This is an optimization exercise on Yosys and OpenROAD, whose aim is small area and a short achievable clock period, not a production implementation.
No functional check of the RTL was part of any run shown here.
Power and IR drop assume default switching activity.

==> flow/design.v, too long to show whole: its modules and the start of the top module <==
// module QE_M: 787 lines
// module qe_fa: 5 lines
// module qe_fs: 5 lines
// module qe_fc: 5 lines
// module qe_x2: 5 lines
// module qe_xn: 5 lines
// module qe_cy: 5 lines
// module qe_ha: 5 lines
module QE_M (clk, reset, in_a, in_b, in_c, in_x, mode, valid_in, last_input, valid_out, result);
  // ...
==> flow/flow/run.sh <==
#!/bin/bash
# The standard layout, with buf_2 cells as the port buffers.
bash standard.sh "BUFFER_PORTS_ARGS=-buffer_cell sky130_fd_sc_hd__buf_2" finish > standard.log 2>&1
==> flow/standard.sh <==
#!/bin/bash
# synth_recipe.tcl (not shown) runs the flow's synth.tcl, then flattens the netlist and writes it again
# the make line also repeats each setting of config.mk as NAME=value (left out here)
make -C /OpenROAD-flow-scripts/flow DESIGN_CONFIG=/design/flow/config.mk WORK_HOME=/design/flow/orfs CLKGATE_MAP_FILE= SYNTH_SCRIPT=/design/flow/synth_recipe.tcl "${@:-finish}"
==> flow/config.mk <==
export PLATFORM = sky130hd
export DESIGN_NAME = QE_M
export DESIGN_NICKNAME = QE_M
export VERILOG_FILES = /design/flow/design.v
export SDC_FILE = /design/flow/constraint.sdc
export NUM_CORES = 4
export LEC_CHECK = 0
export CAP_MARGIN = 20
export CORE_MARGIN = 2
export CORE_UTILIZATION = 40
export CTS_BUF_LIST = sky130_fd_sc_hd__clkbuf_8
export SETUP_SLACK_MARGIN = 4
export SLEW_MARGIN = 20
export SYNTH_HIERARCHICAL = 1
==> flow/constraint.sdc <==
create_clock -name core_clock -period 6.5 [get_ports {clk}]
set_input_delay 1.3000 -clock core_clock [delete_from_list [all_inputs] [get_ports {clk}]]
set_output_delay 1.3000 -clock core_clock [all_outputs]
set_load 0.01 [all_outputs]
==> results.yml, run 1 <==
final_layout:
  n_all_buffers: 64
  layout_commonest_cell: "xor2_1"
  largestClassByArea: "multi-input combinational cells"
  clkCellAreaFrac_pct: 3.84
  nClkBuffers: 18
  multi_input_comb_cells: 642
floorplan:
  coreArea_um2: 20900
  fp.dieW_um: 149
drt:
  vias: 5733
  wl_met2_mm: 7.13
logic_synthesis:
  synth_top_family_by_area: "XOR/XNOR gates"
  avgSynthCellArea_um2: 9.87
  yosys.area.top_type_share_pct: 35.5
  yosys_register_bits: 155
  synth-xor-area-share_pct: 25.5
  synthArstFlopShare_pct: 3.23
  synth_mux_area_share_pct: 0.267
  syn_inst: 856
sta:
  fin_hold_ws_ns: 0.333
  drv_slew: 0
  min_period_over_period_pct: 37.2
  min_period_ns: 2.42
global_routing:
  antenna_found_initial: 0
  grt_remaining_overflow: 0
  grt_pass1_wl_mm: 26.6
setup_path:
  cp-start-kind: "flop"
  cp-endpoint: "S3a13$_DFF_P_"
  cp_data_required_time_ns: 6.88
power_and_ir_drop:
  ir_drop_uv: 144
clock_tree:
  clock_path_buffers: 2
  htree_num_levels: 4
  postCtsSetupRepairBufs: 4
flow_run:
  drv_cap: 0
outcome:
  status: "complete, no violations"
==> run 2, diff against run 1 <==
--- a/flow/design.v
+++ b/flow/design.v
@@ -132,17 +132,17 @@
 qe_x2 td_cp_sx8 (.a(td_cp_p[8]), .b(td_cp_c[8]), .y(S3s[8]));
 qe_x2 td_cp_sx9 (.a(td_cp_p[9]), .b(td_cp_c[9]), .y(S3s[9]));
 qe_x2 td_cp_sx10 (.a(td_cp_p[10]), .b(td_cp_c[10]), .y(S3s[10]));
 qe_x2 td_cp_sx11 (.a(td_cp_p[11]), .b(td_cp_c[11]), .y(S3s[11]));
 qe_x2 td_cp_sx12 (.a(td_cp_p[12]), .b(td_cp_c[12]), .y(S3s[12]));
 qe_x2 td_cp_sx13 (.a(td_cp_p[13]), .b(td_cp_c[13]), .y(S3s[13]));
 qe_x2 td_cp_sx14 (.a(td_cp_p[14]), .b(td_cp_c[14]), .y(S3s[14]));
 qe_x2 td_cp_sx15 (.a(td_cp_p[15]), .b(td_cp_c[15]), .y(S3s[15]));
-wire [7:0] bg = ~(in_b & {8{~mode}});
+wire [7:0] bg = ~(in_b & {8{~m1}});
 wire pa_0_0, pa_0_1, pa_0_2, pa_0_3, pa_0_4, pa_0_5, pa_0_6, pa_0_7;
 wire pa_1_0, pa_1_1, pa_1_2, pa_1_3, pa_1_4, pa_1_5, pa_1_6, pa_1_7;
 wire pa_2_0, pa_2_1, pa_2_2, pa_2_3, pa_2_4, pa_2_5, pa_2_6, pa_2_7;
 wire pa_3_0, pa_3_1, pa_3_2, pa_3_3, pa_3_4, pa_3_5, pa_3_6, pa_3_7;
 wire pa_4_0, pa_4_1, pa_4_2, pa_4_3, pa_4_4, pa_4_5, pa_4_6, pa_4_7;
 wire pa_5_0, pa_5_1, pa_5_2, pa_5_3, pa_5_4, pa_5_5, pa_5_6, pa_5_7;
 wire pa_6_0, pa_6_1, pa_6_2, pa_6_3, pa_6_4, pa_6_5, pa_6_6, pa_6_7;
 wire pa_7_0, pa_7_1, pa_7_2, pa_7_3, pa_7_4, pa_7_5, pa_7_6, pa_7_7;
==> results.yml, run 2 <==
outcome:
  status: "complete, no violations"
clock_tree:
  cts_root_buffer: "clkbuf_8"
  hold_buffers: 0
  clock_path_buffers: 2
  clkSinkCount: 155
  numCtsBuffers: 17
  clkTransAtPathRegs_ns: 0.09
  clkLatencyLatePin_ns: 0.46
  cts_tree: "built"
  htree_num_levels: 4
logic_synthesis:
  synth_flop_cell: "dfxtp_1"
  avgSynthCellArea_um2: 9.88
  yosys_warnings: 7
  syn_area_um2: 8450
  synth-edff-count: 0
  synth_top_cell_by_area: "dfxtp_1"
  ys_seq_area_share_pct: 37.0
  yosysMostFrequentCell: "xor2_1"
  synth_area_leaders: "dfxtp_1 (36%), xor2_1 (19%), fa_1 (7.6%), xnor2_1 (6.0%), a22o_1 (5.1%)"
  syn_inst: 855
  synthArstFlopShare_pct: 3.23
  synth_cell_types: 49
  yosys_register_bits: 155
  yosys.area.top_type_share_pct: 35.6
  yosys-top-cells-count: "xor2_1 (188), dfxtp_1 (150), nand2_1 (95)"
final_layout:
  layout_commonest_cell: "xor2_1"
  layout-drive-gt1-share_pct: 20.1
  area_delta_synth_final_pct: 13.8
  fill_cells: 1987
  reg_top3: "R: 16 flops, Y: 16 flops"
  final_cell_mix: "xor2_1 (176), dfxtp_1 (138), nand2_1 (82)"
  antenna_cells: 0
  nets: 968
  multi_input_area_um2: 5300
  regArea_um2: 3150
global_routing:
  grt_pass1_wl_mm: 27.7
  grt_usage_pct: 15.7
  antenna_found_initial: 0
  grt_max_degree: 19
  grt_pass1_vias: 5688
  grt_remaining_overflow: 0
drt:
  vias: 5826
  drt-total-wl_mm: 16.7
  first_pass_iters: 5
  wl_per_cell_um: 14.1
  via_per_inst: 4.91
  drtIter0Drc: 276
  drc: 0
  ant_nets: 0
floorplan:
  fp.dieW_um: 149
  coreArea_um2: 20900
  io_pins: 54
  fp.dieH_um: 149
  core.rowCount: 53
  initial_core_util_pct: 40.4
  die_area_um2: 22300
setup_path:
  startpoint: "T1a2$_DFF_P_"
  arrival_ns: 2.76
  cp_max_fo: 4
  worst-setup-path-type: "flop to flop"
  cp_data_required_time_ns: 6.83
  cp-start-kind: "flop"
  cp-end-kind: "flop"
  r2r-start: "T1a2$_DFF_P_"
place:
  gp_congestion: 0.816
  hpwl_mm: 12.3
  io_buffers: 53
sta:
  min_period_ns: 2.43
  tns_ns: 0
  finalHoldViolations: 0
  min_period_over_period_pct: 37.4
  setup_violations: 0
  timing.fmax_ghz: 0.412
  tightestPinTransition_ns: 0.537
  slew_headroom_pct: 64.2
  drv_slew: 0
  rsz0062_at_grt: "yes"
  fin_worst_skew_ns: 0.0129
power_and_ir_drop:
  power_mw: 4.61
  p_sw_share_pct: 40.6
  power_switching_mw: 1.87
  internal-power_mw: 2.74
  ir_drop_uv: 142
  pwr-share-clk_pct: 15.4
  pwr-share-seq_pct: 33.7
  power_density_nw_per_um2: 480
  p_leak_nw: 3.82
  pwr-share-comb_pct: 50.9
flow_run:
  drv_cap: 0
worst_hold_path:
  hold_start: "C1[5]$_DFF_P_"
  hp-class: "flop to flop"
run 2: area by class of cell:
type	instances	area share [%]
well taps	275	3.58
repair buffers	68	3.90
clock buffers	20	2.86
clock inverters	12	1.18
multi-input cells	642	55.1
inverters	15	0.625
flip-flops and latches	155	32.8
run 2: final timing paths:
check / to / slack, ns / cells past startpoint
max reg2reg: R[13]$_DFF_P_ / 4.07 / 9
max in group asynchronous: lastd$_DFF_PP1_ / 5.54 / 2
min: C2[5]$_DFF_P_ / 0.32 / 0
min reg2reg: C2[5]$_DFF_P_ / 0.32 / 0
min in group asynchronous: valid_out$_DFF_PP0_ / 0.71 / 2
max: R[13]$_DFF_P_ / 4.07 / 9
run 2: worst max-delay path: stages (launching register included):
cell      delay, ns
dfxtp_2        0.34
xor2_2         0.21
xor2_2         0.23
xor2_2         0.14
nor3b_4        0.18
o311ai_4       0.36
o221ai_4       0.19
a211oi_4       0.34
o22ai_1        0.12
xor2_1         0.17
run 2: repair_timing:
item	4_1_cts	5_1_grt
gates resized for setup	4	26
setup endpoints to repair	18	21
pin swaps	1	22
buffers inserted	1	14
run 2: modules after synthesis, one instance, submodules excluded:
module | copies in the design | flip-flops and latches | area, um^2 | cells
qe_xn | 23 | 0 | 8.76 | 1
qe_cy | 49 | 0 | 8.76 | 1
QE_M | 1 | 155 | 5700 | 583
qe_x2 | 168 | 0 | 8.76 | 1
qe_fa | 32 | 0 | 20.0 | 1
run 2: per-stage QoR:
step                      worst slack [ns]  std cells  utilization [%]  area [um^2]  hold WS, ns
after global routing                  3.92       1187             46.0         9610        0.343
after detailed placement              3.70       1140             43.1         8990        0.312
after floorplan                       3.97        857                -         8840        0.310
after CTS                             4.00       1173             45.0         9400        0.329
after global placement                3.75       1140             43.1         8990        0.312
final                                 4.07       1187             46.0         9610        0.324
run 2: kinds of logic after synthesis:
group | count (synthesis) | synth area share, %
xor gates and xnor gates | 246 | 25.5
AOI/OAI and AO/OA | 163 | 15.2
buffers and inverters | 60 | 2.74
and+or+nand+nor | 195 | 11.5
other | 2 | 0.0889
adders and majority gates | 32 | 7.58
DFF | 155 | 37.0
muxes | 2 | 0.267
run 2: layer usage:
layer  wire [um]  up-vias  track usage [%]  share of wire, %
met5           0        -                0                 0
li1            -     2933                -                 -
met4         331        0             6.00               2.0
met2        7790      111             25.8                47
met3         558       20             2.87               3.3
met1        8030     2762             20.6                48
run 2: power by group through the flow:
stage	clock network [mW]	registers, mW	logic (mW)
floorplan	0	1.46	1.99
global route	0.769	1.60	2.66
finish	0.709	1.55	2.35
detailed placement	0	1.57	2.27
global placement	0	1.57	2.22
CTS	0.735	1.55	2.28

==> re-timing with driven ports <==
In the flow no input, the clock included, has a driving cell. The finished layouts below were timed again as built, in two steps. Step 1 sets driving cells, clkbuf_16 on the clock port and buf_2 on the other inputs (assumed; they add their load-dependent delay and slew). Step 2, shift: input delay + t, output delay - t, t = (earliest + latest rising clock arrival at the registers) / 2. This alone moves slack from input paths to output paths. Slacks: ideal ports / drivers / drivers and shift; pairs: ideal ports / drivers.
run	shift t [ns]	setup slack, ns	worst hold slack (ns)	clock arrival spread, ns
run 1	0.477	4.084 / 4.084 / 3.686	0.333 / 0.333 / 0.333	0.013 / 0.013
run 2	0.492	4.071 / 4.071 / 3.676	0.324 / 0.324 / 0.324	0.013 / 0.014
After both steps every run listed still meets setup and hold. The setup slack of run 1, which loses most, moves by 0.000 ns with the drivers and by -0.398 ns with both steps.
